What follows belongs to an exercise in optimizing a design on an open flow for small area; a production flow would make more cautious choices. The RTL was checked by simulation tests, not by an equivalence proof against the original design. No activity file was given, so power comes from the tool's default toggle rates. No driver is modelled on the clock port, so clocking that relies on it looks cheaper here than on a real chip.

**design/flow/run.sh**
```bash
#!/bin/bash
# synth_recipe.tcl (not shown) runs the flow's synth.tcl, then flattens the netlist and writes it again
# the make line also repeats each setting of config.mk as NAME=value (left out here)
make -C /OpenROAD-flow-scripts/flow DESIGN_CONFIG=/design/flow/config.mk WORK_HOME=/design/flow/orfs CLKGATE_MAP_FILE= SYNTH_SCRIPT=/design/flow/synth_recipe.tcl finish
```
**design/flow/config.mk**
```make
export PLATFORM = sky130hd
export DESIGN_NAME = fifo
export DESIGN_NICKNAME = fifo
export VERILOG_FILES = /design/flow/design.v
export SDC_FILE = /design/flow/constraint.sdc
export NUM_CORES = 4
export LEC_CHECK = 0
export CAP_MARGIN = 20
export CORE_MARGIN = 2
export CORE_UTILIZATION = 50
export PLACE_DENSITY = 0.6
export SLEW_MARGIN = 20
```
**design/flow/constraint.sdc**
```tcl
create_clock -name core_clock -period 7.0 [get_ports {clk_i}]
set_input_delay 1.4000 -clock core_clock [delete_from_list [all_inputs] [get_ports {clk_i}]]
set_output_delay 1.4000 -clock core_clock [all_outputs]
set_load 0.01 [all_outputs]
```
**design/flow/design.v**
```verilog
module fifo #(
    parameter XLEN = 32,
    parameter FIFO_SIZE = 32
) (
    input                           clk_i,
    input                           rst_ni,
    input                           flush_en_i,
    input                           push_en_i,
    input           [XLEN-1:0]      data_i,
    input                           pop_en_i,
    output  logic   [XLEN-1:0]      data_o,
    output  logic                   full_o,
    output  logic                   empty_o
);
    logic [1:0][15:0] fifo_buffer_q[FIFO_SIZE];
    logic [1:0] valid_q[FIFO_SIZE];
    logic [1:0][15:0] fifo_buffer_d[FIFO_SIZE];
    logic [1:0] valid_d[FIFO_SIZE];
    logic [XLEN-1:0] data_q;
    logic [XLEN-1:0] data_d;
    logic [$clog2(FIFO_SIZE)-1:0] write_ptr;
    logic [$clog2(FIFO_SIZE)-1:0] read_ptr;
    always_ff @(posedge clk_i or negedge rst_ni) begin
        if (~rst_ni) begin
            write_ptr <= '0;
        end else begin
            if (flush_en_i) begin
                write_ptr <= '0;
            end else begin
                case ({push_en_i, pop_en_i})
                    2'b01: begin
                        write_ptr <= write_ptr;
                    end
                    2'b10: begin
                        if (!full_o) begin
                            if (write_ptr == FIFO_SIZE - 1) begin
                                write_ptr <= '0;  
                            end else begin
                                write_ptr <= write_ptr + 1;
                            end
                        end
                    end
                    2'b11: begin
                        if (!empty_o) begin
                            if (write_ptr == FIFO_SIZE - 1) begin
                                write_ptr <= '0;  
                            end else begin
                                write_ptr <= write_ptr + 1;
                            end
                        end
                    end
                    default: begin
                        write_ptr <= write_ptr;
                    end
                endcase
            end
        end
    end
    always_ff @(posedge clk_i or negedge rst_ni) begin
        if (~rst_ni) begin
            read_ptr <= '0;
        end else begin
            if (flush_en_i) begin
                read_ptr <= '0;
            end else begin
                case ({push_en_i, pop_en_i})
                    2'b01, 2'b11: begin
                        if (!empty_o) begin
                            if (read_ptr == FIFO_SIZE - 1) begin
                                read_ptr <= '0;  
                            end else begin
                                read_ptr <= read_ptr + 1;
                            end
                        end
                    end
                    2'b10: begin
                        read_ptr <= read_ptr;
                    end
                    default: begin
                        read_ptr <= read_ptr;
                    end
                endcase
            end
        end
    end
    always_ff @(posedge clk_i or negedge rst_ni) begin
        if (~rst_ni) begin
            for (int i = 0; i < FIFO_SIZE; i++) begin
                fifo_buffer_q[i] <= '0;
                valid_q[i] <= '0;
            end
        end else begin
            if (flush_en_i) begin
                for (int i = 0; i < FIFO_SIZE; i++) begin
                    fifo_buffer_q[i] <= '0;
                    valid_q[i] <= '0;
                end
            end else begin
                for (int i = 0; i < FIFO_SIZE; i++) begin
                    fifo_buffer_q[i] <= fifo_buffer_d[i];
                    valid_q[i] <= valid_d[i];
                end
            end
        end
    end
    always @(*) begin
        data_d = '0;  
        for (int i = 0; i < FIFO_SIZE; i++) begin
            fifo_buffer_d[i] = fifo_buffer_q[i];
            valid_d[i] = valid_q[i];
        end
        if (flush_en_i) begin
            for (int i = 0; i < FIFO_SIZE; i++) begin
                fifo_buffer_d[i] = '0;
                valid_d[i] = '0;
            end
        end else begin
            case ({push_en_i, pop_en_i})
                2'b01: begin
                    if (!empty_o) begin
                        data_d = {fifo_buffer_q[read_ptr][1], fifo_buffer_q[read_ptr][0]};
                        valid_d[read_ptr][1] = '0;
                        valid_d[read_ptr][0] = '0;
                    end
                end
                2'b10: begin
                    if (!full_o) begin
                        fifo_buffer_d[write_ptr][1] = data_i[XLEN-1:16];
                        fifo_buffer_d[write_ptr][0] = data_i[15:0];
                        valid_d[write_ptr][1] = 1'b1;
                        valid_d[write_ptr][0] = 1'b1;
                    end
                end
                2'b11: begin
                    if (empty_o) begin
                        data_d = data_i;  
                    end else begin
                        data_d = {fifo_buffer_q[read_ptr][1], fifo_buffer_q[read_ptr][0]};
                        valid_d[read_ptr][1] = '0;
                        valid_d[read_ptr][0] = '0;
                        fifo_buffer_d[write_ptr][1] = data_i[XLEN-1:16];
                        fifo_buffer_d[write_ptr][0] = data_i[15:0];
                        valid_d[write_ptr][1] = 1'b1;
                        valid_d[write_ptr][0] = 1'b1;
                    end
                end
                default: begin
                    for (int i = 0; i < FIFO_SIZE; i++) begin
                        fifo_buffer_d[i] = fifo_buffer_q[i];
                        valid_d[i] = valid_q[i];
                    end
                end
            endcase
        end
    end
    always_ff @(posedge clk_i or negedge rst_ni) begin
        if (~rst_ni) begin
            data_q <= '0;
        end else begin
            data_q <= data_d;
        end
    end
    assign data_o = data_q;
    assign full_o = (valid_q[write_ptr] != 2'b00);  
    assign empty_o = (valid_q[read_ptr] == 2'b00);  
endmodule
```
==> out/metrics.cfg, run 1 <==
[outcome]
status=complete, no violations

[routing]
vias=42866
drc_errors=0
top_layer_used=met5
firstDrtPassIters=9
via_per_inst=8.07
met2_length_mm=95.9
wl_met3_mm=33.8
drt_wl_total_mm=233
postRouteAntennaNets=0
wl_per_cell_um=43.9
wl_met1_mm=86.7
drtIter0Drc=6982

[yosys]
yosys.area.top_type=dfrtp_1
synth_edf_count=0
ys_types=89
synthTopCellsByArea=dfrtp_1 57%, a22o_1 22%, a221oi_1 3.9%
syn-cell-area_mm2=0.0498
async_flop_share_pct=100
ys_warn_count=5
synth_flop_cell=dfrtp_1
ys_seq_area_share_pct=56.8
netlist.area_leader.share_pct=56.8
synth_area_per_cell_um2=12.2
synthCells=4078
ys_seq_elements=1130
syn_nets=4130

[timing]
drv_slew=0
fin_crit_sh_pct=88.2
setup_tns_ns=0
fin_crit_ns=6.17
max-slew-margin-rel_pct=17.7
setup_viol_count_final=0
grt_setup_unrepaired=no
fmax_mhz=162
hold_viol=0
fin_skew_ns=0.0416
worst_pin_slew_ns=1.23

[pwr]
pwr-share-comb_pct=34.2
ir_drop_mv=0.312
p_sw_mw=9.57
p_leak_nw=25.6
power_density_mw_per_mm2=411
switching_share_pct=41.3
sequentialPowerShare_pct=36.2
p_int_mw=13.6
clockPowerShare_pct=29.6

[worst_setup_path]
crit_buf_inv=1
cp.required_ns=5.60
crit_chain=ha_1, and3_1, ha_2, o21ai_0, o211a_1, o2111ai_1, or4_4, o2bb2ai_2, clkdlybuf4s50_1
crit_fanout=20
end_kind=primary output
crit_slowest_cell=or4_4
criticalPathCategory=reg2out
cp_slowest_stage_delay_ns=0.61
cp_data_arrival_time_ns=4.77
cp-start-kind=flip-flop
crit_family=adder cells

[grt]
gr-total-overflow=0
grt_max_degree=201
grt_antenna_before_repair=4
grt_pass1_wl_mm=328
grtUsageTotal_pct=45.2
first_global_vias=41850

[floorplanning]
dieWidth_um=320
die_area_mm2=0.102
core_area_mm2=0.0986
rows=115
ioPinCount=71
die_h_um=320
initial_utilization_pct=50.5

[worst_hold_path]
hold_path_class=reg2reg

[cts]
cts_hold_buf=0
clk_latency_ns=0.76
post_cts_resized=0
cts_setup_buffers=0
cts_buffers=117
clk_path_buf_depth=3
clock_sink_count=1130
path_clk_slew_ns=0.06
cts_root_buf=clkbuf_16
tritoncts=built
cts_max_level=3

[finish]
drive_gt1_share_pct=13.3
layout_commonest_cell=a22o_1
nFillCells=7983
post-route-util_pct=57.2
fin_area_mm2=0.0564
area_growth_pct=13.2
layout_common_cells=1250 x a22o_1, 1127 x dfrtp_1, 224 x a221oi_1
finalNetCount=3973

[place]
io_buffers=70
dp_hpwl_mm=123
place_area_mm2=0.0521
place.gp.congestion=0.927

[job]
drv_cap=0

[state kept, by name, summed over array words and instances (netlist names)]
signal         cells
data_q            32
read_ptr           5
fifo_buffer_q   1024
write_ptr          5
valid_q           64
[synth_stat cells (6+ instances only)]
cell type  instances
a22o_1          1250
dfrtp_1         1130
clkbuf_1         296
a221oi_1         224
buf_2            127
nand2_1          112
nor2_1           102
o21ai_0           92
nand4_1           68
buf_4             66
a21oi_1           47
buf_1             41
a32o_1            38
nor3_1            34
and2_0            33
a211o_1           32
a222oi_1          32
inv_1             27
a21oi_4           21
nand3_1           21
ha_1              15
nor2b_1           13
and3_1            11
nand2b_1          11
a21o_1            10
mux2i_1           10
nor4_1            10
nor4bb_1          10
or2_2             10
or3_1             10
o211ai_1           9
a22oi_1            8
a211oi_1           7
and4b_1            7
o32ai_1            7
a2111oi_0          6
a21oi_2            6
a31oi_1            6
and4_1             6
nand3b_1           6
nor2_2             6
[area by class of cell]
cell class	count	area, µm²	share of cell area [%]
Sequential cell	1130	28300	50.2
Multi-Input combinational cell	2386	19600	34.8
Clock buffer	158	3400	6.04
Timing Repair Buffer	257	2530	4.48
Tap cell	1287	1610	2.86
Clock inverter	64	835	1.48
Inverter	29	111	0.198
Antenna cell	2	5.00	0.00888
[power groups by stage]
stage | sequential, mW | combinational [mW] | clock [mW]
global route | 8.48 | 7.79 | 7.14
CTS | 8.34 | 7.44 | 6.85
detailed placement | 8.44 | 7.43 | 0
finish | 8.38 | 7.91 | 6.86
floorplan | 8.20 | 3.64 | 0
global placement | 8.40 | 7.22 | 0
[layer usage]
metal  up-vias  GRT usage (%)
met4         8           26.4
met2      3878           62.9
met5         -           1.89
met1     22100           59.9
met3      1025           17.3
li1      15855              -
[cell families (layout without fill, tap and decap cells)]
family | Yosys count | after routing | synth area share, %
muxes | 15 | 15 | 0.337
buffers and inverters | 562 | 508 | 5.10
adders and majority gates | 15 | 15 | 0.377
other | 0 | 2 | 0
DFF | 1130 | 1130 | 56.8
and+or+nand+nor | 500 | 500 | 5.45
AOI/OAI and AO/OA | 1856 | 1856 | 32.0
[stage by stage]
stage	worst slack [ns]	power [mW]	hold WS, ns	instances
after floorplan	2.92	11.8	0.441	4078
after global placement	1.21	15.6	0.456	5080
after detailed placement	1.21	15.9	0.472	5087
after CTS	0.961	22.6	0.484	5309
after global routing	0.781	23.4	0.492	5311
final	0.828	23.2	0.484	5313
[worst paths after layout]
kind	start	depth (start not counted)	endpoint	slack, ns
setup reg to reg	write_ptr[0]$_DFFE_PN0P_	13	fifo_buffer_q[30][30]$_DFFE_PN0P_	0.98
min in group asynchronous	rst_ni	1	write_ptr[0]$_DFFE_PN0P_	0.67
setup / recovery	read_ptr[0]$_DFFE_PN0P_	9	empty_o	0.83
hold / removal	valid_q[28][1]$_DFFE_PN0P_	1	valid_q[28][1]$_DFFE_PN0P_	0.48
max in group asynchronous	rst_ni	3	fifo_buffer_q[13][5]$_DFFE_PN0P_	4.52
hold reg to reg	valid_q[28][1]$_DFFE_PN0P_	1	valid_q[28][1]$_DFFE_PN0P_	0.48
==> run 2, diff against run 1 <==
==> design/flow/design.v (replaced) <==
module fifo #(
    parameter XLEN = 32,
    parameter FIFO_SIZE = 32
) (
    input                           clk_i,
    input                           rst_ni,
    input                           flush_en_i,
    input                           push_en_i,
    input           [XLEN-1:0]      data_i,
    input                           pop_en_i,
    output  logic   [XLEN-1:0]      data_o,
    output  logic                   full_o,
    output  logic                   empty_o
);
    localparam AW = $clog2(FIFO_SIZE);
    logic [XLEN-1:0] mem_q [FIFO_SIZE];
    logic [AW:0] wptr_q, rptr_q;
    logic [XLEN-1:0] data_q;
    logic ptr_eq;
    assign ptr_eq  = (wptr_q[AW-1:0] == rptr_q[AW-1:0]);
    assign empty_o = ptr_eq & (wptr_q[AW] == rptr_q[AW]);
    assign full_o  = ptr_eq & (wptr_q[AW] != rptr_q[AW]);
    logic do_pop, do_push, fwd;
    assign do_pop  = ~flush_en_i & pop_en_i & ~empty_o;
    assign do_push = ~flush_en_i & push_en_i & (pop_en_i ? ~empty_o : ~full_o);
    assign fwd     = ~flush_en_i & push_en_i & pop_en_i & empty_o;
    always_ff @(posedge clk_i or negedge rst_ni) begin
        if (~rst_ni) begin
            wptr_q <= '0;
            rptr_q <= '0;
        end else if (flush_en_i) begin
            wptr_q <= '0;
            rptr_q <= '0;
        end else begin
            if (do_push) wptr_q <= wptr_q + 1'b1;
            if (do_pop)  rptr_q <= rptr_q + 1'b1;
        end
    end
    always_ff @(posedge clk_i) begin
        for (int i = 0; i < FIFO_SIZE; i++) begin
            if (do_push && (wptr_q[AW-1:0] == i)) mem_q[i] <= data_i;
        end
    end
    logic [FIFO_SIZE:0] rsel;
    always_comb begin
        for (int i = 0; i < FIFO_SIZE; i++) rsel[i] = do_pop && (rptr_q[AW-1:0] == i);
        rsel[FIFO_SIZE] = fwd;
    end
    logic [XLEN-1:0] data_d;
    for (genvar b = 0; b < XLEN; b++) begin : g_rd
        logic [FIFO_SIZE:0] col;
        logic [10:0] grp_n;
        for (genvar i = 0; i < FIFO_SIZE; i++) begin : g_col
            assign col[i] = mem_q[i][b];
        end
        assign col[FIFO_SIZE] = data_i[b];
        for (genvar k = 0; k < 11; k++) begin : g_grp
            fifo_aoi222 u_aoi (
                .a1(rsel[3*k]),   .a2(col[3*k]),
                .b1(rsel[3*k+1]), .b2(col[3*k+1]),
                .c1(rsel[3*k+2]), .c2(col[3*k+2]),
                .y(grp_n[k])
            );
        end
        logic [2:0] part;
        fifo_nand4 u_n0 (.a(grp_n[0]), .b(grp_n[1]), .c(grp_n[2]),  .d(grp_n[3]), .y(part[0]));
        fifo_nand4 u_n1 (.a(grp_n[4]), .b(grp_n[5]), .c(grp_n[6]),  .d(grp_n[7]), .y(part[1]));
        fifo_nand3 u_n2 (.a(grp_n[8]), .b(grp_n[9]), .c(grp_n[10]), .y(part[2]));
        fifo_or3   u_or (.a(part[0]), .b(part[1]), .c(part[2]), .y(data_d[b]));
    end
    always_ff @(posedge clk_i or negedge rst_ni) begin
        if (~rst_ni) data_q <= '0;
        else         data_q <= data_d;
    end
    assign data_o = data_q;
endmodule
module fifo_aoi222 (
    input  logic a1, a2, b1, b2, c1, c2,
    output logic y
);
    assign y = ~((a1 & a2) | (b1 & b2) | (c1 & c2));
endmodule
module fifo_nand4 (
    input  logic a, b, c, d,
    output logic y
);
    assign y = ~(a & b & c & d);
endmodule
module fifo_nand3 (
    input  logic a, b, c,
    output logic y
);
    assign y = ~(a & b & c);
endmodule
module fifo_or3 (
    input  logic a, b, c,
    output logic y
);
    assign y = a | b | c;
endmodule
--- a/design/flow/config.mk
+++ b/design/flow/config.mk
@@ -8,5 +8,7 @@
 export CAP_MARGIN = 20
 export CORE_MARGIN = 2
-export CORE_UTILIZATION = 50
-export PLACE_DENSITY = 0.6
+export CORE_UTILIZATION = 60
+export PLACE_DENSITY = 0.7
 export SLEW_MARGIN = 20
+export SYNTH_HIERARCHICAL = 1
+export SYNTH_MINIMUM_KEEP_SIZE = 0
==> out/metrics.cfg, run 2 <==
[yosys]
yosysMostFrequentCell=edfxtp_1  ; was a22o_1
synth_top_family_by_area=compound AO/OA/AOI/OAI gates  ; unchanged
netlist.area_leader.share_pct=82.6  ; was 56.8%
ys_warn_count=8  ; was 5
yosys.area.top_type=edfxtp_1  ; was dfrtp_1
yosys.area_share.simple_pct=3.61  ; was 5.45%
synth_common_cells=1024 x edfxtp_1, 352 x a222oi_1, 65 x nand4_1  ; was 1250 x a22o_1, 1130 x dfrtp_1, 296 x clkbuf_1
synth_area_per_cell_um2=21.5  ; was 12.2 µm²
ys_seq_area_share_pct=85.6  ; was 56.8%
synth_edf_count=1024  ; was 0
synthXorXnorAreaFrac_pct=0.279  ; was 0%
ys_types=39  ; was 89
synth-adder-area-share_pct=0.403  ; was 0.377%
synthCells=1732  ; was 4078
synth_compound_area_share_pct=9.70  ; was 32.0%
synth_flop_cell=edfxtp_1  ; was dfrtp_1
ys_seq_elements=1068  ; was 1130
synthTopCellsByArea=edfxtp_1 83%, a222oi_1 9.5%, dfrtp_1 3.0%  ; was dfrtp_1 57%, a22o_1 22%, a221oi_1 3.9%
async_flop_share_pct=4.12  ; was 100%
synth.area.mux_share_pct=0.0538  ; was 0.337%
syn_nets=1781  ; was 4130
syn-cell-area_mm2=0.0372  ; was 0.0498 mm²

[timing]
setup_viol_count_final=0  ; unchanged
fin_skew_ns=0.0280  ; was 0.0416 ns
max-slew-margin-rel_pct=23.3  ; was 17.7%
drv_slew=0  ; unchanged
hold_viol=0  ; unchanged
fin_crit_ns=4.40  ; was 6.17 ns
fin_crit_sh_pct=62.9  ; was 88.2%
setup_tns_ns=0  ; unchanged
grt_setup_unrepaired=no  ; unchanged
worst_pin_slew_ns=1.15  ; was 1.23 ns
fmax_mhz=227  ; was 162 MHz
setup_ws_ns=2.60  ; was 0.828 ns

[pwr]
ir_drop_mv=0.293  ; was 0.312 mV
power_density_mw_per_mm2=308  ; was 411 mW/mm²
p_total_mw=13.3  ; was 23.2 mW
p_leak_nw=13.7  ; was 25.6 nW

[worst_setup_path]
cp.required_ns=7.52  ; was 5.60 ns
cp_data_arrival_time_ns=4.92  ; was 4.77 ns
end_kind=flip-flop  ; was primary output
crit_fanout=32  ; was 20
rrSetupSlack_ns=2.72  ; was 0.98 ns
cp-start-kind=input port  ; was flip-flop
criticalPathCategory=in2reg  ; was reg2out

[finish]
finalNetCount=2029  ; was 3973
diodes=0  ; was 2
nFillCells=3701  ; was 7983
reg_top3=mem_q (1024), data_q (32)  ; was fifo_buffer_q (1024), valid_q (64), data_q (32)
drive_gt1_share_pct=15.5  ; was 13.3%
layout_commonest_cell=edfxtp_1  ; was a22o_1
layout_common_cells=1024 x edfxtp_1, 352 x a222oi_1, 104 x clkbuf_16  ; was 1250 x a22o_1, 1127 x dfrtp_1, 224 x a221oi_1
largest_reg_flops=1024  ; unchanged
post-route-util_pct=70.3  ; was 57.2%
area_growth_pct=16.2  ; was 13.2%
regMostFlops=mem_q  ; was fifo_buffer_q

[cts]
cts_root_buf=clkbuf_16  ; unchanged
cts_setup_buffers=0  ; unchanged
cts_hold_buf=0  ; unchanged
cts_max_level=3  ; unchanged
clock_sink_count=1068  ; was 1130
path_clk_slew_ns=0.06  ; about the same
cts_buffers=100  ; was 117
clk_latency_ns=0.66  ; was 0.76 ns
tritoncts=built  ; unchanged
post_cts_resized=0  ; unchanged
clk_path_buf_depth=3  ; unchanged

[grt]
grt_antenna_before_repair=2  ; was 4
grt_pass1_wl_mm=137  ; was 328 mm
grtUsageTotal_pct=29.9  ; was 45.2%
grt_max_degree=45  ; was 201
gr-total-overflow=0  ; unchanged
first_global_vias=20432  ; was 41850

[floorplanning]
ioPinCount=71  ; unchanged
rows=91  ; was 115
initial_utilization_pct=60.5  ; was 50.5%
core_area_mm2=0.0615  ; was 0.0986 mm²
die_area_mm2=0.0640  ; was 0.102 mm²
dieWidth_um=253  ; was 320 µm
die_h_um=253  ; was 320 µm

[routing]
vias=20767  ; was 42866
met2_length_mm=45.3  ; was 95.9 mm
top_layer_used=met5  ; unchanged
postRouteAntennaNets=0  ; unchanged
drtIter0Drc=4272  ; was 6982
drc_errors=0  ; unchanged
firstDrtPassIters=8  ; was 9
wl_met3_mm=11.2  ; was 33.8 mm
wl_per_cell_um=33.2  ; was 43.9 µm
via_per_inst=7.27  ; was 8.07
drt_wl_total_mm=94.8  ; was 233 mm
wl_met1_mm=34.5  ; was 86.7 mm

[place]
dp_slack_ns=1.95  ; was 1.21 ns
place.gp.congestion=0.905  ; was 0.927
dp_hpwl_mm=51.1  ; was 123 mm
io_buffers=70  ; unchanged

[worst_hold_path]
hold_path_class=reg2reg  ; unchanged

[job]
drv_cap=0  ; unchanged

[outcome]
status=complete, no violations  ; unchanged

## run 2: changes by cell type after synthesis, moves of 121 or more
| cell | change |
|---|---|
| edfxtp_1 | +1024 |
| clkbuf_1 | -291 |
| buf_2 | -121 |
| a22o_1 | -1250 |
| a221oi_1 | -224 |
| a222oi_1 | +320 |
| dfrtp_1 | -1086 |
## run 2: metrics by stage
stage / hold slack, ns / area, µm² / std cells
finish: 0.563 / 43200 / 2856
global route: 0.613 / 43200 / 2856
CTS: 0.563 / 43200 / 2856
detailed placement: 0.551 / 39900 / 2668
global placement: 0.548 / 39900 / 2668
floorplan: 0.523 / 37200 / 1732
## run 2: logic make-up (layout without fill, tap and decap cells)
kind of cell | count (synthesis) | after routing
DFF | 1068 | 1068
AOI/OAI and AO/OA | 366 | 366
and+or+nand+nor | 245 | 245
buffers and inverters | 28 | 362
adders and majority gates | 12 | 12
xor gates and xnor gates | 11 | 11
muxes | 2 | 2
## run 2: metal layers
metal	vias up	track usage, %
li1	8524	-
met1	10542	42.0
met2	1497	47.2
met3	200	5.23
met4	4	12.9
met5	-	0
## run 2: where the power goes
part	internal (mW)	total, mW	switching [mW]	leakage (nW)
Sequential	7.10	7.17	0.0690	9.81
Clock	3.19	5.45	2.26	1.65
Combinational	0.235	0.686	0.451	2.29
Total	10.5	13.3	2.78	13.7
## run 2: critical path, cell delays in order
cell	delay, ns
clkdlybuf4s50_1	0.49
a21bo_1	0.38
or2_2	0.83
nor3_2	0.11
buf_4	0.34
a222oi_1	0.47
nand4_1	0.40
or3_1	0.47
## run 2: path summary, 6_finish.rpt
| kind | startpoint | cells after the start | end |
|---|---|---|---|
| max in group asynchronous | rst_ni | 2 | data_q[6]$_DFF_PN0_ |
| max reg2reg | rptr_q[2]$_DFFE_PN0P_ | 9 | data_q[25]$_DFF_PN0_ |
| max | pop_en_i | 8 | data_q[25]$_DFF_PN0_ |
| min in group asynchronous | rst_ni | 2 | wptr_q[2]$_DFFE_PN0P_ |
| min reg2reg | mem_q[28][13]$_DFFE_PP_ | 3 | data_q[13]$_DFF_PN0_ |
| min | mem_q[28][13]$_DFFE_PP_ | 3 | data_q[13]$_DFF_PN0_ |
## run 2: layout make-up
cell class / count / area (µm²) / share of cell area, %
multi-input cells: 636 / 5620 / 13.0
clock inverters: 59 / 592 / 1.37
flip-flops and latches: 1068 / 31900 / 73.7
well taps: 790 / 988 / 2.29
clock buffers: 129 / 2760 / 6.37
repair buffers: 164 / 1400 / 3.23
inverters: 10 / 37.5 / 0.0868
## run 2: Yosys stat by module (local to each module, per instance)
module,copies in the design,area (µm²),cells
fifo_nand3,32,5.00,1
fifo_or3,32,6.26,1
fifo,1,32900,1252
fifo_nand4,64,6.26,1
fifo_aoi222,352,10.0,1
==> run 3, diff against run 2 <==
--- a/design/flow/config.mk
+++ b/design/flow/config.mk
@@ -9,4 +9,6 @@
 export CORE_MARGIN = 2
 export CORE_UTILIZATION = 60
+export CTS_CLUSTER_DIAMETER = 100
+export CTS_CLUSTER_SIZE = 25
 export PLACE_DENSITY = 0.7
 export SLEW_MARGIN = 20
==> out/metrics.cfg, run 3 <==
[outcome]
status=complete, no violations  ; unchanged

[place]
place_area_mm2=0.0399  ; unchanged
dp_slack_ns=1.95  ; unchanged
dp_hpwl_mm=51.1  ; unchanged
io_buffers=70  ; unchanged
dp.cells=2668  ; unchanged
place.gp.congestion=0.905  ; unchanged

[finish]
post-route-util_pct=67.2  ; was 70.3%
finalNetCount=1978  ; was 2029
fin_area_mm2=0.0413  ; was 0.0432 mm²
final_cells=2760  ; was 2856
layout_commonest_cell=edfxtp_1  ; unchanged
drive_gt1_share_pct=11.2  ; was 15.5%
layout_common_cells=1024 x edfxtp_1, 352 x a222oi_1, 94 x buf_4  ; was 1024 x edfxtp_1, 352 x a222oi_1, 104 x clkbuf_16
reg_top3=mem_q (1024), data_q (32)  ; unchanged
area_growth_pct=11.0  ; was 16.2%
largest_reg_flops=1024  ; unchanged
regMostFlops=mem_q  ; unchanged

[timing]
hold_viol=0  ; unchanged
worst_pin_slew_ns=1.21  ; was 1.15 ns
fin_skew_ns=0.0158  ; was 0.0280 ns
setup_tns_ns=0  ; unchanged
setup_viol_count_final=0  ; unchanged
max-slew-margin-rel_pct=19.4  ; was 23.3%
hold_ws_ns=0.566  ; was 0.563 ns
setup_ws_ns=2.54  ; was 2.60 ns
fmax_mhz=224  ; was 227 MHz
fin_crit_sh_pct=63.8  ; was 62.9%
grt_setup_unrepaired=no  ; unchanged
fin_crit_ns=4.46  ; was 4.40 ns
drv_slew=0  ; unchanged

[cts]
cts_hold_buf=0  ; unchanged
cts_root_buf=clkbuf_16  ; unchanged
path_clk_slew_ns=0.09  ; was 0.06 ns
clk_path_buf_depth=3  ; unchanged
clock_sink_count=1068  ; unchanged
tritoncts=built  ; unchanged
clk_latency_ns=0.63  ; was 0.66 ns
post_cts_resized=0  ; unchanged
cts_setup_buffers=0  ; unchanged
cts_max_level=2  ; was 3
cts_buffers=48  ; was 100

[yosys]
ys_warn_count=8  ; unchanged
synth_flop_cell=edfxtp_1  ; unchanged
yosys.area.top_type=edfxtp_1  ; unchanged
synth_common_cells=1024 x edfxtp_1, 352 x a222oi_1, 65 x nand4_1  ; unchanged
ys_seq_area_share_pct=85.6  ; unchanged
synthCells=1732  ; unchanged
yosysMostFrequentCell=edfxtp_1  ; unchanged
netlist.area_leader.share_pct=82.6  ; unchanged
async_flop_share_pct=4.12  ; unchanged
ys_seq_elements=1068  ; unchanged
ys_types=39  ; unchanged
syn-cell-area_mm2=0.0372  ; unchanged
synth_edf_count=1024  ; unchanged
synth_area_per_cell_um2=21.5  ; unchanged
synthTopCellsByArea=edfxtp_1 83%, a222oi_1 9.5%, dfrtp_1 3.0%  ; unchanged
syn_nets=1781  ; unchanged

[routing]
drt_wl_total_mm=92.4  ; was 94.8 mm
drc_errors=0  ; unchanged
via_per_inst=7.36  ; was 7.27
wl_per_cell_um=33.5  ; was 33.2 µm
vias=20306  ; was 20767
firstDrtPassIters=7  ; was 8
drtIter0Drc=4075  ; was 4272
postRouteAntennaNets=0  ; unchanged

[worst_setup_path]
rrSetupSlack_ns=2.69  ; was 2.72 ns
reg2reg_to=data_q[9]$_DFF_PN0_  ; was data_q[25]$_DFF_PN0_
crit_chain=clkdlybuf4s50_1, a21bo_1, or2_2, nor3_2, buf_4, a222oi_1, nand4_1, or3_1  ; unchanged
r2r_cells=9  ; unchanged
cp-start-kind=input port  ; unchanged
cp_slowest_stage_delay_ns=0.83  ; about the same
criticalPathCategory=in2reg  ; unchanged
end_kind=flip-flop  ; unchanged
cp.required_ns=7.51  ; was 7.52 ns
cp_data_arrival_time_ns=4.97  ; was 4.92 ns
crit_fanout=32  ; unchanged
reg2reg_from=rptr_q[2]$_DFFE_PN0P_  ; unchanged
crit_slowest_cell=or2_2  ; unchanged

[pwr]
ir_drop_mv=0.201  ; was 0.293 mV
p_total_mw=11.0  ; was 13.3 mW
p_leak_nw=12.8  ; was 13.7 nW
power_density_mw_per_mm2=267  ; was 308 mW/mm²

[floorplanning]
die_h_um=253  ; unchanged
dieWidth_um=253  ; unchanged
initial_utilization_pct=60.5  ; unchanged
die_area_mm2=0.0640  ; unchanged
core_area_mm2=0.0615  ; unchanged
rows=91  ; unchanged
ioPinCount=71  ; unchanged

[worst_hold_path]
hold_path_depth=3  ; unchanged
hold_path_class=reg2reg  ; unchanged
min_from=mem_q[28][13]$_DFFE_PP_  ; unchanged
min_to=data_q[13]$_DFF_PN0_  ; unchanged

[grt]
first_global_vias=19724  ; was 20432
grt_antenna_before_repair=0  ; was 2
grtUsageTotal_pct=29.1  ; was 29.9%
gr-total-overflow=0  ; unchanged
grt_max_degree=45  ; unchanged
grt_pass1_wl_mm=134  ; was 137 mm

[job]
drv_cap=0  ; unchanged

-- run 3: worst max-delay path by stage --
stage / start / to / slack [ns]
final: pop_en_i / data_q[9]$_DFF_PN0_ / 2.54
after CTS: pop_en_i / data_q[9]$_DFF_PN0_ / 2.60
after global placement: pop_en_i / data_q[9]$_DFF_PN0_ / 2.03
after detailed placement: pop_en_i / data_q[9]$_DFF_PN0_ / 1.95
after floorplan: pop_en_i / mem_q[13][0]$_DFFE_PP_ / 1.31
after global routing: pop_en_i / data_q[9]$_DFF_PN0_ / 2.49
-- run 3: critical path: cells and delay by family --
family,cells,cell delay (ns)
buffers and inverters,2,0.84
and+or+nand+nor,4,1.83
AOI/OAI and AO/OA,2,0.87
-- run 3: per-layer routing --
| metal | vias to the layer above | share of wire, % | track usage [%] |
|---|---|---|---|
| li1 | 8356 | - | - |
| met1 | 10289 | 36 | 41.5 |
| met2 | 1508 | 48 | 46.4 |
| met3 | 153 | 12 | 4.77 |
| met4 | 0 | 3.7 | 10.3 |
| met5 | - | 0 | 0 |
-- run 3: report_power, final --
| group | switching, mW | total, mW | internal, mW |
|---|---|---|---|
| clock | 1.83 | 3.17 | 1.34 |
| combinational | 0.449 | 0.684 | 0.235 |
| sequential | 0.0674 | 7.16 | 7.09 |
-- run 3: kinds of logic (layout without fill, tap and decap cells) --
| logic type | after synthesis | count (layout) | synth area share, % |
|---|---|---|---|
| compound gates | 366 | 366 | 9.70 |
| xor+xnor | 11 | 11 | 0.279 |
| fa+ha+maj | 12 | 12 | 0.403 |
| buf+inv | 28 | 265 | 0.373 |
| flops | 1068 | 1068 | 85.6 |
| mux | 2 | 2 | 0.0538 |
| other cells | 0 | 1 | 0 |
| simple gates | 245 | 245 | 3.61 |
-- run 3: area by class of cell --
cell class / instances / area, µm²
tap: 790 / 988
sequential: 1068 / 31900
multi-input combinational: 636 / 5620
timing repair buffer: 165 / 1420
antenna: 1 / 2.50
clock buffer: 87 / 1370
inverter: 10 / 37.5
clock inverter: 3 / 25.0
fill: 3961 / 20200
-- run 3: Yosys stat by module, one instance, submodules excluded --
module	flip-flops and latches	cells inside
fifo_or3	0	1
fifo_nand4	0	1
fifo_nand3	0	1
fifo_aoi222	0	1
fifo	1068	1252
==> run 4, diff against run 3 <==
--- a/design/flow/config.mk
+++ b/design/flow/config.mk
@@ -8,8 +8,8 @@
 export CAP_MARGIN = 20
 export CORE_MARGIN = 2
-export CORE_UTILIZATION = 60
+export CORE_UTILIZATION = 72
 export CTS_CLUSTER_DIAMETER = 100
 export CTS_CLUSTER_SIZE = 25
-export PLACE_DENSITY = 0.7
+export PLACE_DENSITY = 0.8
 export SLEW_MARGIN = 20
 export SYNTH_HIERARCHICAL = 1
==> out/metrics.cfg, run 4 <==
[timing]
setup_viol_count_final=0  ; unchanged
grt_setup_unrepaired=no  ; unchanged
setup_tns_ns=0  ; unchanged
hold_viol=0  ; unchanged
worst_pin_slew_ns=1.17  ; was 1.21 ns
fin_crit_sh_pct=70.1  ; was 63.8%
fin_skew_ns=0.0260  ; was 0.0158 ns
max-slew-margin-rel_pct=21.5  ; was 19.4%
hold_ws_ns=0.566  ; about the same
fmax_mhz=204  ; was 224 MHz
drv_slew=0  ; unchanged
fin_crit_ns=4.91  ; was 4.46 ns

[yosys]
ys_seq_elements=1068  ; unchanged
synth_edf_count=1024  ; unchanged
synth_area_per_cell_um2=21.5  ; unchanged
async_flop_share_pct=4.12  ; unchanged
synth_flop_cell=edfxtp_1  ; unchanged
syn_nets=1781  ; unchanged
syn-cell-area_mm2=0.0372  ; unchanged
ys_warn_count=8  ; unchanged
yosysMostFrequentCell=edfxtp_1  ; unchanged
ys_types=39  ; unchanged
ys_seq_area_share_pct=85.6  ; unchanged
synth_common_cells=1024 x edfxtp_1, 352 x a222oi_1, 65 x nand4_1  ; unchanged
synthTopCellsByArea=edfxtp_1 83%, a222oi_1 9.5%, dfrtp_1 3.0%  ; unchanged
netlist.area_leader.share_pct=82.6  ; unchanged
synthCells=1732  ; unchanged
yosys.area.top_type=edfxtp_1  ; unchanged

[cts]
cts_setup_buffers=0  ; unchanged
path_clk_slew_ns=0.11  ; was 0.09 ns
clock_sink_count=1068  ; unchanged
cts_buffers=48  ; unchanged
post_cts_resized=0  ; unchanged
cts_max_level=2  ; unchanged
tritoncts=built  ; unchanged
clk_path_buf_depth=3  ; unchanged
clk_latency_ns=0.64  ; was 0.63 ns
cts_root_buf=clkbuf_16  ; unchanged
cts_hold_buf=0  ; unchanged

[worst_setup_path]
crit_slowest_cell=clkdlybuf4s50_1  ; was or2_2
r2r_cells=8  ; was 9
cp.required_ns=7.54  ; was 7.51 ns
criticalPathCategory=in2reg  ; unchanged
cp-start-kind=input port  ; unchanged
crit_chain=clkdlybuf4s50_1, or2_2, nor2_4, a222oi_1, nand4_1, or3_1  ; was clkdlybuf4s50_1, a21bo_1, or2_2, nor3_2, buf_4, a222oi_1, nand4_1, or3_1
cp_data_arrival_time_ns=5.45  ; was 4.97 ns
end_kind=flip-flop  ; unchanged
cp_slowest_stage_delay_ns=1.18  ; was 0.83 ns
crit_fanout=32  ; unchanged

[routing]
wl_per_cell_um=36.4  ; was 33.5 µm
drtIter0Drc=5211  ; was 4075
drt_wl_total_mm=96.3  ; was 92.4 mm
via_per_inst=8.00  ; was 7.36
firstDrtPassIters=12  ; was 7
drc_errors=0  ; unchanged
postRouteAntennaNets=0  ; unchanged
vias=21203  ; was 20306

[grt]
grt_pass1_wl_mm=138  ; was 134 mm
gr-total-overflow=0  ; unchanged
grt_antenna_before_repair=1  ; was 0
grtUsageTotal_pct=36.3  ; was 29.1%
grt_max_degree=45  ; unchanged
first_global_vias=20932  ; was 19724

[floorplanning]
dieWidth_um=231  ; was 253 µm
die_area_mm2=0.0535  ; was 0.0640 mm²
rows=83  ; was 91
initial_utilization_pct=72.7  ; was 60.5%
die_h_um=231  ; was 253 µm
core_area_mm2=0.0512  ; was 0.0615 mm²
ioPinCount=71  ; unchanged

[finish]
nFillCells=2375  ; was 3961
largest_reg_flops=1024  ; unchanged
diodes=0  ; was 1
finalNetCount=1981  ; was 1978
reg_top3=mem_q (1024), data_q (32)  ; unchanged
layout_commonest_cell=edfxtp_1  ; unchanged
layout_common_cells=1024 x edfxtp_1, 352 x a222oi_1, 82 x buf_4  ; was 1024 x edfxtp_1, 352 x a222oi_1, 94 x buf_4
area_growth_pct=11.4  ; was 11.0%
regMostFlops=mem_q  ; unchanged
drive_gt1_share_pct=11.3  ; was 11.2%

[outcome]
status=complete, no violations  ; unchanged

[place]
io_buffers=70  ; unchanged
place.gp.congestion=0.902  ; was 0.905
dp_hpwl_mm=53.8  ; was 51.1 mm

[worst_hold_path]
hold_path_depth=3  ; unchanged
hold_path_class=reg2reg  ; unchanged

[pwr]
ir_drop_mv=0.198  ; was 0.201 mV
power_density_mw_per_mm2=266  ; was 267 mW/mm²
p_leak_nw=12.9  ; was 12.8 nW

[job]
drv_cap=0  ; unchanged

-- run 4: path summary, 6_finish.rpt --
kind                                              from               endpoint  slack [ns]
worst max register to register   rptr_q[2]$_DFFE_PN0P_   data_q[26]$_DFF_PN0_        2.70
worst min register to register  mem_q[4][26]$_DFFE_PP_   data_q[26]$_DFF_PN0_        0.57
worst min-delay path            mem_q[4][26]$_DFFE_PP_   data_q[26]$_DFF_PN0_        0.57
min in group asynchronous                       rst_ni  wptr_q[2]$_DFFE_PN0P_        0.98
max in group asynchronous                       rst_ni    data_q[0]$_DFF_PN0_        5.42
worst max-delay path                        flush_en_i   data_q[26]$_DFF_PN0_        2.09
-- run 4: worst max-delay path: cells and delay by family --
family                 cells  cell delay [ns]
and+or+nand+nor            4             2.25
buffers and inverters      1             1.18
AOI/OAI and AO/OA          1             0.59
-- run 4: metal layers --
metal,wire (µm),vias to the layer above,GRT usage [%],share of wire [%]
met3,13900,285,6.71,14
met2,47300,2075,58.2,49
met5,7,-,0,0.0073
li1,-,8366,-,-
met1,30100,10475,49.1,31
met4,5030,2,18.2,5.2
-- run 4: area by class of cell --
cell class	instances	area, µm²	share of cell area, %
clock buffer	84	1360	3.27
clock inverter	3	26.3	0.0634
inverter	10	37.5	0.0905
multi-input combinational	636	5610	13.5
sequential	1068	31900	76.8
tap	680	851	2.05
timing repair buffer	168	1720	4.16
-- run 4: cell families after synthesis --
logic type | after synthesis | synth area share (%)
adder cells (fa/ha/maj) | 12 | 0.403
AND/OR/NAND/NOR | 245 | 3.61
multiplexers | 2 | 0.0538
flip-flops | 1068 | 85.6
AO/OA/AOI/OAI | 366 | 9.70
XOR/XNOR | 11 | 0.279
buffers and inverters | 28 | 0.373
-- run 4: stage by stage --
stage	power (mW)	setup WS [ns]	area [µm²]	std cells	utilization [%]
final	11.0	2.09	41500	2649	81.0
after global placement	7.94	1.75	39700	2546	77.5
after CTS	11.0	2.20	41300	2642	80.6
after detailed placement	7.97	1.53	39900	2555	77.9
after global routing	11.3	2.00	41500	2649	81.0
after floorplan	7.53	1.31	37200	1732	-
-- run 4: power by group --
part	switching [mW]	internal [mW]
Sequential	0.0732	7.09
Clock	1.84	1.34
Combinational	0.455	0.242
-- run 4: per-module statistics from Yosys (local to each module, per instance) --
| module | cell area (µm²) | cells | flops+latches | times used |
|---|---|---|---|---|
| fifo_aoi222 | 10.0 | 1 | 0 | 352 |
| fifo_nand4 | 6.26 | 1 | 0 | 64 |
| fifo | 32900 | 1252 | 1068 | 1 |
| fifo_nand3 | 5.00 | 1 | 0 | 32 |
| fifo_or3 | 6.26 | 1 | 0 | 32 |
==> run 5, diff against run 4 <==
==> design/flow/flow/run.sh (new file) <==
#!/bin/bash
set -e
export BUFFER_PORTS_ARGS="-buffer_cell sky130_fd_sc_hd__buf_1"
export CTS_ARGS="-sink_clustering_enable -repair_clock_nets -sink_clustering_size 25 -sink_clustering_max_diameter 100 -dont_use_dummy_load"
bash standard.sh > flow.log 2>&1
==> design/flow/standard.sh (new file) <==
#!/bin/bash
# synth_recipe.tcl (not shown) runs the flow's synth.tcl, then flattens the netlist and writes it again
# the make line also repeats each setting of config.mk as NAME=value (left out here)
make -C /OpenROAD-flow-scripts/flow DESIGN_CONFIG=/design/flow/config.mk WORK_HOME=/design/flow/orfs CLKGATE_MAP_FILE= SYNTH_SCRIPT=/design/flow/synth_recipe.tcl "${@:-finish}"
==> design/flow/config.mk (replaced) <==
export PLATFORM = sky130hd
export DESIGN_NAME = fifo
export DESIGN_NICKNAME = fifo
export VERILOG_FILES = /design/flow/design.v
export SDC_FILE = /design/flow/constraint.sdc
export NUM_CORES = 4
export LEC_CHECK = 0
export CAP_MARGIN = 5
export CORE_MARGIN = 2
export CORE_UTILIZATION = 60
export CTS_CLUSTER_DIAMETER = 100
export CTS_CLUSTER_SIZE = 25
export PLACE_DENSITY = 0.7
export SLEW_MARGIN = 5
export SYNTH_HIERARCHICAL = 1
export SYNTH_MINIMUM_KEEP_SIZE = 0
removed: design/flow/run.sh
==> out/metrics.cfg, run 5 <==
[yosys]
yosysMostFrequentCell=edfxtp_1  ; unchanged
synthCells=1732  ; unchanged
synth_edf_count=1024  ; unchanged
synth-adder-area-share_pct=0.403  ; unchanged
async_flop_share_pct=4.12  ; unchanged
synth.area.mux_share_pct=0.0538  ; unchanged
yosys.area.top_type=edfxtp_1  ; unchanged
synthTopCellsByArea=edfxtp_1 83%, a222oi_1 9.5%, dfrtp_1 3.0%  ; unchanged
synth_flop_cell=edfxtp_1  ; unchanged
netlist.area_leader.share_pct=82.6  ; unchanged
synth_top_family_by_area=compound AO/OA/AOI/OAI gates  ; unchanged
synth_area_per_cell_um2=21.5  ; unchanged
synth_common_cells=1024 x edfxtp_1, 352 x a222oi_1, 65 x nand4_1  ; unchanged
synthXorXnorAreaFrac_pct=0.279  ; unchanged
yosys.area_share.simple_pct=3.61  ; unchanged
syn_nets=1781  ; unchanged
ys_seq_area_share_pct=85.6  ; unchanged
syn-cell-area_mm2=0.0372  ; unchanged
ys_seq_elements=1068  ; unchanged
ys_types=39  ; unchanged
synth_compound_area_share_pct=9.70  ; unchanged
ys_warn_count=8  ; unchanged

[finish]
layout_common_cells=1024 x edfxtp_1, 352 x a222oi_1, 80 x buf_4  ; was 1024 x edfxtp_1, 352 x a222oi_1, 82 x buf_4
drive_gt1_share_pct=10.5  ; was 11.3%
nFillCells=3945  ; was 2375
regArea_mm2=0.0319  ; unchanged
area_growth_pct=8.98  ; was 11.4%
finalNetCount=1963  ; was 1981
largest_reg_flops=1024  ; unchanged
reg_top3=mem_q (1024), data_q (32)  ; unchanged
multiInputGateArea_mm2=0.00561  ; unchanged
layout_commonest_cell=edfxtp_1  ; unchanged
regMostFlops=mem_q  ; unchanged
post-route-util_pct=66.0  ; was 81.0%

[grt]
grt_use_met2_pct=46.1  ; was 58.2%
grtUsageTotal_pct=29.0  ; was 36.3%
grt_pass1_wl_mm=133  ; was 138 mm
gr-total-overflow=0  ; unchanged
met3_usage_pct=3.96  ; was 6.71%
gr-usage-met1_pct=43.3  ; was 49.1%
grt_max_degree=45  ; unchanged
grt_antenna_before_repair=1  ; unchanged
busiest_layer=met2  ; unchanged
first_global_vias=18781  ; was 20932

[floorplanning]
rows=91  ; was 83
ioPinCount=71  ; unchanged
dieWidth_um=253  ; was 231 µm
core_area_mm2=0.0615  ; was 0.0512 mm²
die_area_mm2=0.0640  ; was 0.0535 mm²
initial_utilization_pct=60.5  ; was 72.7%
die_h_um=253  ; was 231 µm

[cts]
clk_latency_ns=0.64  ; about the same
post_cts_resized=0  ; unchanged
clk_path_buf_depth=3  ; unchanged
cts_root_buf=clkbuf_16  ; unchanged
clock_sink_count=1068  ; unchanged
cts_buffers=48  ; unchanged
path_clk_slew_ns=0.10  ; was 0.11 ns
cts_max_level=2  ; unchanged
cts_hold_buf=0  ; unchanged
cts_setup_buffers=0  ; unchanged
tritoncts=built  ; unchanged

[timing]
setup_ws_ns=2.76  ; was 2.09 ns
drv_slew=0  ; unchanged
setup_viol_count_final=0  ; unchanged
hold_viol=0  ; unchanged
fin_skew_ns=0.0403  ; was 0.0260 ns
setup_tns_ns=0  ; unchanged
max-slew-margin-rel_pct=15.3  ; was 21.5%
fin_crit_sh_pct=60.6  ; was 70.1%
worst_pin_slew_ns=1.27  ; was 1.17 ns
fin_crit_ns=4.24  ; was 4.91 ns
hold_ws_ns=0.573  ; was 0.566 ns
fmax_mhz=236  ; was 204 MHz
grt_setup_unrepaired=no  ; unchanged

[worst_setup_path]
cp-start-kind=flip-flop  ; was input port
cp_data_arrival_time_ns=4.74  ; was 5.45 ns
end_kind=flip-flop  ; unchanged
cp.required_ns=7.49  ; was 7.54 ns
criticalPathCategory=reg2reg  ; was in2reg
crit_fanout=32  ; unchanged

[place]
dp_slack_ns=2.39  ; was 1.53 ns
dp_hpwl_mm=51.8  ; was 53.8 mm
place.gp.congestion=0.867  ; was 0.902
io_buffers=70  ; unchanged

[pwr]
power_density_mw_per_mm2=266  ; about the same
pwr-share-comb_pct=5.7  ; was 6.3%
p_int_mw=8.48  ; was 8.67 mW
p_sw_mw=2.30  ; was 2.37 mW
ir_drop_mv=0.190  ; was 0.198 mV
sequentialPowerShare_pct=66.5  ; was 64.9%
clockPowerShare_pct=27.8  ; was 28.8%
p_leak_nw=12.4  ; was 12.9 nW
switching_share_pct=21.3  ; was 21.5%
p_total_mw=10.8  ; was 11.0 mW

[worst_hold_path]
hold_path_class=reg2reg  ; unchanged

[routing]
drc_errors=0  ; unchanged
via_per_inst=7.42  ; was 8.00
firstDrtPassIters=9  ; was 12
postRouteAntennaNets=0  ; unchanged
wl_per_cell_um=34.0  ; was 36.4 µm
drtIter0Drc=4234  ; was 5211
drt_wl_total_mm=91.9  ; was 96.3 mm
vias=20060  ; was 21203

[outcome]
status=complete, no violations  ; unchanged

[job]
drv_cap=0  ; unchanged

[run 5: cell counts after synthesis]
No cell type changed its count.
[run 5: layout make-up]
class | count | area share (%)
antenna | 1 | 0.00617
clock buffer | 48 | 2.96
inverter | 10 | 0.0925
multi-input combinational | 636 | 13.8
sequential | 1068 | 78.5
tap | 790 | 2.44
timing repair buffer | 150 | 2.13
[run 5: kinds of logic after synthesis]
| family | after synthesis |
|---|---|
| xor+xnor | 11 |
| compound gates | 366 |
| simple gates | 245 |
| fa+ha+maj | 12 |
| mux | 2 |
| buf+inv | 28 |
| flops | 1068 |
[run 5: Yosys stat by module (local to each module, per instance)]
module | flip-flops and latches | cells inside
fifo_nand4 | 0 | 1
fifo | 1068 | 1252
fifo_or3 | 0 | 1
fifo_nand3 | 0 | 1
fifo_aoi222 | 0 | 1
[run 5: worst max-delay path, stage by stage, from the launching register on]
cell      delay (ns)
dfrtp_1         0.53
xor2_1          0.23
nor3b_1         0.37
a21bo_1         0.28
or2_2           0.81
nor3_2          0.10
buf_4           0.31
a222oi_1        0.58
nand4_1         0.37
or3_1           0.48
[run 5: final timing paths]
path	start	end	slack (ns)	cells after the start
max in group asynchronous	rst_ni	data_q[21]$_DFF_PN0_	5.48	2
worst min register to register	mem_q[31][12]$_DFFE_PP_	data_q[12]$_DFF_PN0_	0.57	3
worst max-delay path	rptr_q[2]$_DFFE_PN0P_	data_q[18]$_DFF_PN0_	2.76	9
worst max register to register	rptr_q[2]$_DFFE_PN0P_	data_q[18]$_DFF_PN0_	2.76	9
min in group asynchronous	rst_ni	rptr_q[0]$_DFFE_PN0P_	0.95	2
worst min-delay path	mem_q[31][12]$_DFFE_PP_	data_q[12]$_DFF_PN0_	0.57	3
[run 5: through the flow]
stage	cells	instance area, µm²
2_1_floorplan	1732	37200
3_3_place_gp	2654	39400
3_5_place_dp	2654	39400
4_1_cts	2702	40600
5_1_grt	2702	40600
6_report	2703	40600
[run 5: power groups by stage]
stage / sequential [mW] / clock (mW) / combinational, mW
floorplan: 7.29 / 0 / 0.244
global placement: 7.31 / 0 / 0.589
detailed placement: 7.31 / 0 / 0.612
CTS: 7.16 / 3.02 / 0.613
global route: 7.17 / 3.21 / 0.650
finish: 7.16 / 3.00 / 0.612
[run 5: layer usage]
layer / part of all wire [%] / vias up
met4: 2.7 / 0
li1: - / 8279
met3: 11 / 114
met1: 38 / 10247
met2: 48 / 1420
met5: 0 / -
==> run 6, diff against run 5 <==
--- a/design/flow/design.v
+++ b/design/flow/design.v
@@ -37,13 +37,27 @@
         end
     end
+    logic [3:0] wlo_n, rlo_n;
+    logic [7:0] whi_n, rhi_n;
+    always_comb begin
+        for (int j = 0; j < 4; j++) begin
+            wlo_n[j] = ~(do_push && (wptr_q[1:0] == j));
+            rlo_n[j] = ~(do_pop  && (rptr_q[1:0] == j));
+        end
+        for (int k = 0; k < 8; k++) begin
+            whi_n[k] = ~(wptr_q[AW-1:2] == k);
+            rhi_n[k] = ~(rptr_q[AW-1:2] == k);
+        end
+    end
+    logic [FIFO_SIZE-1:0] wsel;
+    logic [FIFO_SIZE:0] rsel;
+    for (genvar i = 0; i < FIFO_SIZE; i++) begin : g_dec
+        fifo_nor2 u_wdec (.a(wlo_n[i%4]), .b(whi_n[i/4]), .y(wsel[i]));
+        fifo_nor2 u_rdec (.a(rlo_n[i%4]), .b(rhi_n[i/4]), .y(rsel[i]));
+    end
+    assign rsel[FIFO_SIZE] = fwd;
     always_ff @(posedge clk_i) begin
         for (int i = 0; i < FIFO_SIZE; i++) begin
-            if (do_push && (wptr_q[AW-1:0] == i)) mem_q[i] <= data_i;
+            if (wsel[i]) mem_q[i] <= data_i;
         end
-    end
-    logic [FIFO_SIZE:0] rsel;
-    always_comb begin
-        for (int i = 0; i < FIFO_SIZE; i++) rsel[i] = do_pop && (rptr_q[AW-1:0] == i);
-        rsel[FIFO_SIZE] = fwd;
     end
     logic [XLEN-1:0] data_d;
@@ -99,2 +113,8 @@
     assign y = a | b | c;
 endmodule
+module fifo_nor2 (
+    input  logic a, b,
+    output logic y
+);
+    assign y = ~(a | b);
+endmodule
==> out/metrics.cfg, run 6 <==
[routing]
met2_length_mm=43.6  ; was 43.9 mm
firstDrtPassIters=10  ; was 9
wl_met1_mm=37.9  ; was 35.1 mm
drtIter0Drc=4931  ; was 4234
wl_met3_mm=17.3  ; was 10.4 mm
drc_errors=0  ; unchanged
postRouteAntennaNets=0  ; unchanged
vias=20611  ; was 20060
via_per_inst=7.72  ; was 7.42
wl_per_cell_um=38.2  ; was 34.0 µm
top_layer_used=met5  ; was met4
drt_wl_total_mm=102  ; was 91.9 mm

[yosys]
syn-cell-area_mm2=0.0371  ; was 0.0372 mm²
synth_flop_cell=edfxtp_1  ; unchanged
synth_area_per_cell_um2=21.6  ; was 21.5 µm²
synth_common_cells=1024 x edfxtp_1, 352 x a222oi_1, 79 x nor2_1  ; was 1024 x edfxtp_1, 352 x a222oi_1, 65 x nand4_1
ys_types=32  ; was 39
async_flop_share_pct=4.12  ; unchanged
synthTopCellsByArea=edfxtp_1 83%, a222oi_1 9.5%, dfrtp_1 3.0%  ; unchanged
ys_seq_area_share_pct=85.8  ; was 85.6%
ys_seq_elements=1068  ; unchanged
synth_edf_count=1024  ; unchanged
ys_warn_count=8  ; unchanged
yosysMostFrequentCell=edfxtp_1  ; unchanged
syn_nets=1762  ; was 1781
yosys.area.top_type=edfxtp_1  ; unchanged
netlist.area_leader.share_pct=82.8  ; was 82.6%
synthCells=1717  ; was 1732

[place]
place.gp.congestion=0.899  ; was 0.867
dp_slack_ns=2.24  ; was 2.39 ns
io_buffers=70  ; unchanged
dp.cells=2617  ; was 2654
dp_hpwl_mm=63.6  ; was 51.8 mm

[worst_setup_path]
cp.required_ns=7.51  ; was 7.49 ns
cp-start-kind=flip-flop  ; unchanged
worstSetupStartpoint=rptr_q[3]$_DFFE_PN0P_  ; was rptr_q[2]$_DFFE_PN0P_
criticalPathCategory=reg2reg  ; unchanged
cp_data_arrival_time_ns=5.05  ; was 4.74 ns
end_kind=flip-flop  ; unchanged
crit_fanout=32  ; unchanged
reg2reg_from=rptr_q[3]$_DFFE_PN0P_  ; was rptr_q[2]$_DFFE_PN0P_

[timing]
setup_tns_ns=0  ; unchanged
fin_crit_ns=4.54  ; was 4.24 ns
fin_crit_sh_pct=64.9  ; was 60.6%
grt_setup_unrepaired=no  ; unchanged
setup_viol_count_final=0  ; unchanged
fmax_mhz=220  ; was 236 MHz
worst_pin_slew_ns=1.13  ; was 1.27 ns
setup_ws_ns=2.46  ; was 2.76 ns
max-slew-margin-rel_pct=24.3  ; was 15.3%
drv_slew=0  ; unchanged
fin_skew_ns=0.0333  ; was 0.0403 ns
hold_ws_ns=0.592  ; was 0.573 ns
hold_viol=0  ; unchanged

[floorplanning]
ioPinCount=71  ; unchanged
die_area_mm2=0.0639  ; was 0.0640 mm²
rows=91  ; unchanged
core_area_mm2=0.0615  ; unchanged
initial_utilization_pct=60.4  ; was 60.5%
die_h_um=253  ; about the same
dieWidth_um=253  ; about the same

[pwr]
sequentialPowerShare_pct=66.7  ; was 66.5%
switching_share_pct=21.6  ; was 21.3%
p_int_mw=8.45  ; was 8.48 mW
p_sw_mw=2.32  ; was 2.30 mW
clockPowerShare_pct=27.9  ; was 27.8%
p_total_mw=10.8  ; about the same
ir_drop_mv=0.258  ; was 0.190 mV
power_density_mw_per_mm2=267  ; was 266 mW/mm²
p_leak_nw=12.3  ; was 12.4 nW
pwr-share-comb_pct=5.4  ; was 5.7%

[cts]
path_clk_slew_ns=0.09  ; was 0.10 ns
cts_setup_buffers=0  ; unchanged
cts_root_buf=clkbuf_16  ; unchanged
tritoncts=built  ; unchanged
cts_hold_buf=0  ; unchanged
clk_path_buf_depth=3  ; unchanged
clk_latency_ns=0.63  ; was 0.64 ns
cts_buffers=48  ; unchanged
clock_sink_count=1068  ; unchanged
cts_max_level=2  ; unchanged
post_cts_resized=0  ; unchanged

[finish]
largest_reg_flops=1024  ; unchanged
finalNetCount=1922  ; was 1963
layout_common_cells=1024 x edfxtp_1, 352 x a222oi_1, 68 x nand4_1  ; was 1024 x edfxtp_1, 352 x a222oi_1, 80 x buf_4
regMostFlops=mem_q  ; unchanged
area_growth_pct=8.65  ; was 8.98%
layout_commonest_cell=edfxtp_1  ; unchanged
final_cells=2669  ; was 2703
drive_gt1_share_pct=9.44  ; was 10.5%
reg_top3=mem_q (1024), data_q (32)  ; unchanged

[grt]
grt_antenna_before_repair=12  ; was 1
grtUsageTotal_pct=32.0  ; was 29.0%
first_global_vias=18813  ; was 18781
grt_pass1_wl_mm=141  ; was 133 mm
gr-total-overflow=0  ; unchanged
grt_max_degree=45  ; unchanged

[worst_hold_path]
hold_path_class=reg2reg  ; unchanged
min_from=mem_q[16][13]$_DFFE_PP_  ; was mem_q[31][12]$_DFFE_PP_

[job]
drv_cap=0  ; unchanged

[outcome]
status=complete, no violations  ; unchanged

-- run 6: cell types whose count changed in the layout (fill, tap and decap cells not counted), moves of 5 or more --
cell / before / now
nor2_2: 1 / 11
nor2_4: 25 / 53
nor4_2: 6 / 0
nand2b_1: 5 / 0
nor2_1: 8 / 15
nand2_1: 20 / 12
nand3b_1: 0 / 6
buf_4: 80 / 48
nor3_2: 31 / 1
inv_1: 10 / 4
nor2b_1: 0 / 6
-- run 6: cell families after synthesis --
group           synth area share (%)
simple gates                    3.65
fa+ha+maj                      0.270
flops                           85.8
mux                            0.195
xor+xnor                       0.364
buf+inv                        0.145
compound gates                  9.60
-- run 6: final timing paths --
kind,end,slack (ns),cells past startpoint
worst min-delay path,data_q[13]$_DFF_PN0_,0.59,3
worst max-delay path,data_q[12]$_DFF_PN0_,2.46,9
worst max register to register,data_q[12]$_DFF_PN0_,2.46,9
worst min register to register,data_q[13]$_DFF_PN0_,0.59,3
min in group asynchronous,data_q[30]$_DFF_PN0_,0.91,2
max in group asynchronous,data_q[29]$_DFF_PN0_,5.56,2
-- run 6: final cells by class --
cell class / count / area, µm²
repair buffers: 118 / 627
flip-flops and latches: 1068 / 31900
diodes: 4 / 10.0
clock buffers: 48 / 1200
inverters: 4 / 15.0
fillers: 3939 / 21100
multi-input cells: 637 / 5650
well taps: 790 / 988
-- run 6: metal layers --
layer | global-route usage, % | up-vias
met1 | 49.6 | 10505
met4 | 8.20 | 6
met5 | 0 | -
met3 | 10.3 | 155
li1 | - | 8165
met2 | 44.5 | 1780
-- run 6: metrics by stage --
step	area, µm²	utilization [%]
2_1_floorplan	37100	-
3_3_place_gp	39100	63.7
3_5_place_dp	39100	63.7
4_1_cts	40300	65.6
5_1_grt	40300	65.6
6_report	40300	65.6
-- run 6: Yosys stat by module (local to each module, per instance) --
module,area [µm²],copies in the design
fifo_nand4,6.26,64
fifo_aoi222,10.0,352
fifo_nand3,5.00,32
fifo_or3,6.26,32
fifo,32600,1
fifo_nor2,3.75,64
-- run 6: power groups by stage --
stage / clock network, mW / logic, mW / registers, mW
floorplan: 0 / 0.198 / 7.28
global placement: 0 / 0.551 / 7.32
detailed placement: 0 / 0.566 / 7.32
CTS: 3.03 / 0.568 / 7.18
global route: 3.21 / 0.604 / 7.19
finish: 3.00 / 0.580 / 7.19
-- run 6: worst max-delay path, stage by stage, from the launching register on --
cell      delay (ns)
dfrtp_1         0.65
xor2_1          0.20
nor3_1          0.45
a21boi_2        0.18
nor2b_1         0.21
nand2_1         0.59
nor2_4          0.31
a222oi_1        0.79
nand4_1         0.54
or3_1           0.50
==> run 7, diff against run 6 <==
==> design/flow/flow/run.sh (replaced) <==
#!/bin/bash
set -e
export BUFFER_PORTS_ARGS="-buffer_cell sky130_fd_sc_hd__buf_1"
export CTS_ARGS="-sink_clustering_enable -repair_clock_nets -sink_clustering_size 29 -sink_clustering_max_diameter 100 -dont_use_dummy_load"
bash standard.sh > flow.log 2>&1
==> out/metrics.cfg, run 7 <==
[grt]
grt_pass1_wl_mm=141  ; about the same
grt_antenna_before_repair=10  ; was 12
gr-total-overflow=0  ; unchanged
grt_max_degree=45  ; unchanged
first_global_vias=18677  ; was 18813
grtUsageTotal_pct=32.1  ; was 32.0%

[timing]
max-slew-margin-rel_pct=21.9  ; was 24.3%
setup_tns_ns=0  ; unchanged
setup_viol_count_final=0  ; unchanged
grt_setup_unrepaired=no  ; unchanged
fin_crit_ns=4.66  ; was 4.54 ns
hold_viol=0  ; unchanged
fin_crit_sh_pct=66.5  ; was 64.9%
drv_slew=0  ; unchanged
fin_skew_ns=0.0208  ; was 0.0333 ns
hold_ws_ns=0.598  ; was 0.592 ns
fmax_mhz=215  ; was 220 MHz
worst_pin_slew_ns=1.17  ; was 1.13 ns

[place]
io_buffers=70  ; unchanged
place.gp.congestion=0.899  ; unchanged
dp_hpwl_mm=63.6  ; unchanged

[yosys]
ys_seq_area_share_pct=85.8  ; unchanged
synth_compound_area_share_pct=9.60  ; unchanged
yosys.area.top_type=edfxtp_1  ; unchanged
synthTopCellsByArea=edfxtp_1 83%, a222oi_1 9.5%, dfrtp_1 3.0%  ; unchanged
synth_common_cells=1024 x edfxtp_1, 352 x a222oi_1, 79 x nor2_1  ; unchanged
synth_top_family_by_area=compound AO/OA/AOI/OAI gates  ; unchanged
synthCells=1717  ; unchanged
syn-cell-area_mm2=0.0371  ; unchanged
yosys.area_share.simple_pct=3.65  ; unchanged
synth-adder-area-share_pct=0.270  ; unchanged
syn_nets=1762  ; unchanged
synth.area.mux_share_pct=0.195  ; unchanged
ys_seq_elements=1068  ; unchanged
synth_area_per_cell_um2=21.6  ; unchanged
yosysMostFrequentCell=edfxtp_1  ; unchanged
netlist.area_leader.share_pct=82.8  ; unchanged
ys_warn_count=8  ; unchanged
synth_edf_count=1024  ; unchanged
async_flop_share_pct=4.12  ; unchanged
synthXorXnorAreaFrac_pct=0.364  ; unchanged
ys_types=32  ; unchanged
synth_flop_cell=edfxtp_1  ; unchanged

[routing]
drc_errors=0  ; unchanged
drt_wl_total_mm=102  ; about the same
vias=20651  ; was 20611
wl_per_cell_um=38.4  ; was 38.2 µm
firstDrtPassIters=13  ; was 10
drtIter0Drc=5119  ; was 4931
postRouteAntennaNets=0  ; unchanged
via_per_inst=7.76  ; was 7.72

[worst_setup_path]
end_kind=flip-flop  ; unchanged
cp.required_ns=7.50  ; was 7.51 ns
cp-start-kind=flip-flop  ; unchanged
crit_fanout=32  ; unchanged
cp_data_arrival_time_ns=5.16  ; was 5.05 ns
rrSetupSlack_ns=2.34  ; was 2.46 ns
criticalPathCategory=reg2reg  ; unchanged

[cts]
clk_latency_ns=0.62  ; was 0.63 ns
cts_root_buf=clkbuf_16  ; unchanged
cts_hold_buf=0  ; unchanged
cts_buffers=42  ; was 48
post_cts_resized=0  ; unchanged
clk_path_buf_depth=3  ; unchanged
cts_setup_buffers=0  ; unchanged
cts_max_level=2  ; unchanged
path_clk_slew_ns=0.11  ; was 0.09 ns
tritoncts=built  ; unchanged
clock_sink_count=1068  ; unchanged

[pwr]
pwr-share-comb_pct=5.5  ; was 5.4%
power_density_mw_per_mm2=264  ; was 267 mW/mm²
sequentialPowerShare_pct=67.8  ; was 66.7%
ir_drop_mv=0.216  ; was 0.258 mV
p_leak_nw=12.2  ; was 12.3 nW
p_int_mw=8.31  ; was 8.45 mW
clockPowerShare_pct=26.7  ; was 27.9%
switching_share_pct=21.6  ; about the same
p_sw_mw=2.29  ; was 2.32 mW

[finish]
regMostFlops=mem_q  ; unchanged
largest_reg_flops=1024  ; unchanged
reg_top3=mem_q (1024), data_q (32)  ; unchanged
drive_gt1_share_pct=9.15  ; was 9.44%
finalNetCount=1916  ; was 1922
layout_commonest_cell=edfxtp_1  ; unchanged
area_growth_pct=8.24  ; was 8.65%
nFillCells=3957  ; was 3939
layout_common_cells=1024 x edfxtp_1, 352 x a222oi_1, 68 x nand4_1  ; unchanged

[floorplanning]
die_area_mm2=0.0639  ; unchanged
rows=91  ; unchanged
core_area_mm2=0.0615  ; unchanged
die_h_um=253  ; unchanged
dieWidth_um=253  ; unchanged
initial_utilization_pct=60.4  ; unchanged
ioPinCount=71  ; unchanged

[worst_hold_path]
hold_path_class=reg2reg  ; unchanged

[outcome]
status=complete, no violations  ; unchanged

[job]
drv_cap=0  ; unchanged

-- run 7: cell count changes in the layout (fill, tap and decap cells not counted), sizes merged --
| cell | delta |
|---|---|
| clkbuf | -6 |
| diode | -1 |
-- run 7: worst max-delay path: stages (launching register included) --
cell      delay, ns
dfrtp_1        0.66
xor2_1         0.20
nor3_1         0.45
a21boi_2       0.18
nor2b_1        0.21
nand2_1        0.65
nor2_4         0.32
a222oi_1       0.75
nand4_1        0.60
or3_1          0.52
-- run 7: worst paths after layout --
check,start,to,depth (start not counted)
worst min register to register,mem_q[16][13]$_DFFE_PP_,data_q[13]$_DFF_PN0_,3
worst min-delay path,mem_q[16][13]$_DFFE_PP_,data_q[13]$_DFF_PN0_,3
worst max-delay path,rptr_q[3]$_DFFE_PN0P_,data_q[8]$_DFF_PN0_,9
max in group asynchronous,rst_ni,data_q[2]$_DFF_PN0_,2
worst max register to register,rptr_q[3]$_DFFE_PN0P_,data_q[8]$_DFF_PN0_,9
min in group asynchronous,rst_ni,data_q[30]$_DFF_PN0_,2
-- run 7: per-stage QoR --
step	worst slack [ns]	cell area [µm²]	instances	total power [mW]	util (%)
6_report	2.34	40200	2662	10.6	65.4
5_1_grt	2.24	40200	2659	10.8	65.4
4_1_cts	2.57	40200	2659	10.6	65.4
3_5_place_dp	2.24	39100	2617	7.88	63.7
3_3_place_gp	2.24	39100	2617	7.87	63.7
2_1_floorplan	2.87	37100	1717	7.48	-
-- run 7: kinds of logic (layout without fill, tap and decap cells) --
family,Yosys count,after routing
buffers and inverters,12,164
XOR/XNOR,13,13
multiplexers,6,6
other,0,3
flip-flops,1068,1068
adder cells (fa/ha/maj),8,8
AND/OR/NAND/NOR,252,252
AO/OA/AOI/OAI,358,358
-- run 7: Yosys stat by module (local to each module, per instance) --
module	area, µm²	copies in the design	cells inside	flops+latches
fifo_or3	6.26	32	1	0
fifo	32600	1	1173	1068
fifo_aoi222	10.0	352	1	0
fifo_nand3	5.00	32	1	0
fifo_nor2	3.75	64	1	0
fifo_nand4	6.26	64	1	0
-- run 7: cell type report --
class / instances / area [µm²] / share of cell area (%)
diodes: 3 / 7.51 / 0.0187
flip-flops and latches: 1068 / 31900 / 79.2
inverters: 4 / 15.0 / 0.0374
well taps: 790 / 988 / 2.46
multi-input cells: 637 / 5650 / 14.1
clock buffers: 42 / 1050 / 2.61
repair buffers: 118 / 627 / 1.56
-- run 7: power groups by stage --
stage	combinational, mW	clock (mW)	sequential (mW)
floorplan	0.198	0	7.28
global placement	0.551	0	7.32
detailed placement	0.566	0	7.32
CTS	0.568	2.84	7.18
global route	0.602	3.05	7.19
finish	0.581	2.83	7.19
-- run 7: per-layer routing --
| layer | global-route usage [%] | vias up | wire (µm) |
|---|---|---|---|
| met5 | 0 | - | 32 |
| met4 | 7.76 | 6 | 2870 |
| met3 | 9.10 | 129 | 17800 |
| met2 | 44.8 | 1769 | 43800 |
| met1 | 50.6 | 10592 | 37700 |
| li1 | - | 8155 | - |

Check on run 7: ideal ports give 2.344 ns setup slack; a clkbuf_16 on the clock port and buf_2 on the inputs give 2.344 ns; moving port delays by the midpoint clock arrival (0.667 ns) as well gives 2.044 ns.
